This is an optimization exercise on Yosys and OpenROAD, whose aim is small area and a short achievable clock period, not a production implementation.
Function was checked by simulation only, so behaviour that the tests miss may differ from the original.
The clock port is modelled as an ideal driver, which makes a skipped or thinned clock tree look cheaper than it is; a real chip needs a root buffer or a tree.
Power is estimated from default activity; no workload was simulated.

Design SPI_TOP, start of the top module:
module SPI_TOP(
    input clk,
	input rst,
	input ss_n,
	input MOSI, 
	output MISO
);
	wire [9:0] SLAVE_RAM;
	wire [7:0] RAM_SLAVE;
	wire tx_valid, rx_valid, rx_complete;
	SPI_Slave SPI_SLAVE 
	(
		.MOSI(MOSI),
		.MISO(MISO),
		.ss_n(ss_n),
		.clk(clk),
		.rst(rst),
		.rx_data(SLAVE_RAM),
		.rx_valid(rx_valid),
		.rx_complete(rx_complete),
		.tx_data(RAM_SLAVE),
		.tx_valid(tx_valid)
	);
	Single_Port_Asyn_RAM RAM
	(
		.clk(clk),
		.rst(rst),
		.din(SLAVE_RAM),
		.rx_valid(rx_valid),
		.rx_complete(rx_complete),
		.MOSI(MOSI),
		.dout(RAM_SLAVE),
		.tx_valid(tx_valid)
	);
endmodule
==> module Single_Port_Asyn_RAM, before the edit <==
module Single_Port_Asyn_RAM #(parameter MEM_DEPTH =256,parameter ADDR_SIZE=8)( 
    input [9:0]din,
    input clk,rst,rx_valid,
    input rx_complete,
    input MOSI,
    output [7:0] dout,
    output reg tx_valid
);
localparam NG = 24;
function [8:0] conv;
    input [7:0] a;
    reg hi, k3;
    begin
        hi = a[7] & a[6];
        k3 = a[5] & a[4];
        conv[8:4] = !hi ? a[7:3] : (!k3 ? {1'b0, a[3:0]} : {2'b10, a[2:0]});
        conv[3:0] = !hi ? {1'b0, a[2:0]} : (!k3 ? {2'b10, a[5:4]} : {3'b100, a[3]});
    end
endfunction
wire cmd_wa = rx_valid & (din[9:8] == 2'b00);
wire cmd_wr = rx_valid & (din[9:8] == 2'b01);
wire ld_ra = rx_complete & MOSI & !din[9];
reg [8:0] read_address;
reg wa_set;    
always @(posedge clk,negedge rst) begin
    if (!rst) begin
        tx_valid<=1'b0;
        read_address<=9'b0;
        wa_set<=1'b0;
    end
    else begin
        tx_valid <= rx_valid & (din[9:8] == 2'b11);
        if (ld_ra)
            read_address <= conv(din[8:1]);
        if (cmd_wa)
            wa_set <= 1'b1;
    end
end
reg [8:0] write_address;
reg [7:0] wd_p;
reg pend;
wire wa_zero = cmd_wr & !wa_set;
wire pend_n = cmd_wa ? 1'b0 : cmd_wr ? 1'b1 : pend;
always @(posedge clk) begin
    if (cmd_wa | wa_zero)
        write_address <= cmd_wa ? conv(din[7:0]) : 9'b0;
    pend <= pend_n;
    if (cmd_wr)
        wd_p <= din[7:0];
end
reg [3:0] p11, p10;
wire [3:0] p11_n = (p11 == 4'd10) ? 4'd0 : p11 + 1'b1;
wire [3:0] p10_n = (p10 == 4'd9)  ? 4'd0 : p10 + 1'b1;
always @(posedge clk) begin
    p11 <= p11_n;
    p10 <= p10_n;
end
wire [3:0] w_slot_n = wa_zero ? 4'd0 : write_address[3:0];
wire [1:0] w_hi_n = wa_zero ? 2'd0 : write_address[8:7];
wire [2:0] w_lo_n = wa_zero ? 3'd0 : write_address[6:4];
reg [2:0] wsel;
reg [7:0] wlo;
reg r_hit, fwd;
always @(posedge clk) begin
    wsel[0] <= pend_n & (w_hi_n == 2'd0) & (w_slot_n == p11_n);
    wsel[1] <= pend_n & (w_hi_n == 2'd1) & (w_slot_n == p11_n);
    wsel[2] <= pend_n & (w_hi_n == 2'd2) & (w_slot_n == p10_n);
    wlo <= 8'd1 << w_lo_n;
    r_hit <= read_address[3:0] == (read_address[8] ? p10 : p11);
    fwd <= pend & !wa_zero & (write_address == read_address);
end
wire [8*NG-1:0] tails;
wire [7:0] wdn = ~wd_p;
genvar g;
generate
for (g = 0; g < NG; g = g + 1) begin : grp
    localparam L = (g < 16) ? 11 : 10;
    reg [8*L-1:0] ring;
    wire we = wsel[g / 8] && wlo[g % 8];
    assign tails[8*g +: 8] = ring[8*L-1 -: 8];
    wire [7:0] head;
    ring_head hd [7:0] (.wdn(wdn), .wen(!we), .t(ring[8*L-1 -: 8]), .h(head));
    always @(posedge clk)
        ring <= {ring[8*L-9:0], head};
end
endgenerate
reg [7:0] rlo;
always @(posedge clk)
    rlo <= 8'd1 << read_address[6:4];
wire [1:0] r_hi = read_address[8:7];
wire [23:0] tsel_b;
genvar h;
generate
for (h = 0; h < 3; h = h + 1) begin : rb
    sel8 s (.d(tails[64*h +: 64]), .oh(rlo), .y(tsel_b[8*h +: 8]));
end
endgenerate
reg [7:0] tsel, rbuf;
always @(posedge clk) begin
    tsel <= (r_hi == 2'd0) ? tsel_b[7:0] : (r_hi == 2'd1) ? tsel_b[15:8] : tsel_b[23:16];
    if (fwd)
        rbuf <= wd_p;
    else if (r_hit)
        rbuf <= tsel;
end
assign dout = rbuf;
endmodule
Settings: LEC_CHECK=0, CAP_MARGIN=30, CORE_MARGIN=2, CORE_UTILIZATION=65, SETUP_SLACK_MARGIN=3.8, SLEW_MARGIN=40, SYNTH_HIERARCHICAL=1, SYNTH_MINIMUM_KEEP_SIZE=0; clock period 6.0 ns.
standard.sh (not shown) runs the stock make flow with config.mk's settings and CLKGATE_MAP_FILE= SYNTH_SCRIPT=/design/flow/synth_recipe.tcl, a recipe that flattens the netlist after the stock synthesis.
==> flow/flow/run.sh <==
#!/bin/bash
# Layout flow: the standard ORFS flow (standard.sh), with these changes:
# - the flip-flop driving MISO's output buffer is moved next to that buffer
#   before detailed placement (flow/miso.tcl), so it does not drive a long wire;
set -euo pipefail
export PRE_DETAIL_PLACE_TCL="$PWD/flow/miso.tcl"
export POST_CTS_TCL="$PWD/flow/quad_ct.tcl"
export BUFFER_PORTS_ARGS="-buffer_cell sky130_fd_sc_hd__buf_4"
export CTS_ARGS="-sink_clustering_enable -repair_clock_nets -sink_clustering_size 32 -sink_clustering_max_diameter 80 -dont_use_dummy_load"
bash standard.sh synth > log_synth.txt 2>&1
bash standard.sh floorplan > log_floorplan.txt 2>&1
bash standard.sh place > log_place.txt 2>&1
bash standard.sh cts > log_cts.txt 2>&1
bash standard.sh route > log_route.txt 2>&1
bash standard.sh finish > log_finish.txt 2>&1
Other scripts of this flow, unchanged in this note and not shown: flow/flow/miso.tcl, flow/flow/quad_ct.tcl
Rerun with:
--- a/flow/design.v
+++ b/flow/design.v
@@ -112,14 +112,20 @@
         wd_p <= din[7:0];
 end
 reg [3:0] p11, p10;
 wire [3:0] p11_n = (p11 == 4'd10) ? 4'd0 : p11 + 1'b1;
 wire [3:0] p10_n = (p10 == 4'd9)  ? 4'd0 : p10 + 1'b1;
 always @(posedge clk) begin
-    p11 <= p11_n;
-    p10 <= p10_n;
+    if (p11 != 4'd10)
+        p11 <= p11 + 1'b1;
+    else
+        p11 <= 4'd0;
+    if (p10 != 4'd9)
+        p10 <= p10 + 1'b1;
+    else
+        p10 <= 4'd0;
 end
 wire [3:0] w_slot_n = wa_zero ? 4'd0 : write_address[3:0];
 wire [1:0] w_hi_n = wa_zero ? 2'd0 : write_address[8:7];
 wire [2:0] w_lo_n = wa_zero ? 3'd0 : write_address[6:4];
 reg [2:0] wsel;
 reg [7:0] wlo;
What happened: The changed run produced a clean layout; final area barely changes; area after synthesis barely changes; routed wire length is higher by 1.3%; via count is higher by about 1.2%; hold slack improves by 0.024 ns; core utilization hardly moves; cell count hardly moves; setup slack degrades by 0.065 ns; total power is lower by about 0.3%; synthesized cell count hardly moves; clock power is lower by about 0.9%; sequential share of layout area stays flat; die area hardly moves.

-- re-timing with driven ports --
How much do the figures lean on ideal ports? The routed layouts below were timed once more, with nothing changed but the port constraints.
Step 1 sets driving cells, clkbuf_16 on the clock port and buf_2 on the other inputs (assumed; they add their load-dependent delay and slew).
Step 2 moves the port delays by t, midway between the first and last clock arrival at a register: inputs arrive t later, outputs are due t later. That takes back most of the time a late clock gives input paths.
a / b / c = ideal / step 1 / step 2; a / b = the first two.
run | t (ns) | setup slack, ns | worst data-port slew with drivers (ns)
the first run | 0.603 | 3.862 / 3.713 / 3.835 | 0.04
the second run | 0.613 | 3.797 / 3.643 / 3.842 | 0.07
After both steps every run listed still meets setup and hold. The setup slack of the first run, which loses most, moves by -0.149 ns with the drivers and by -0.027 ns with both steps.
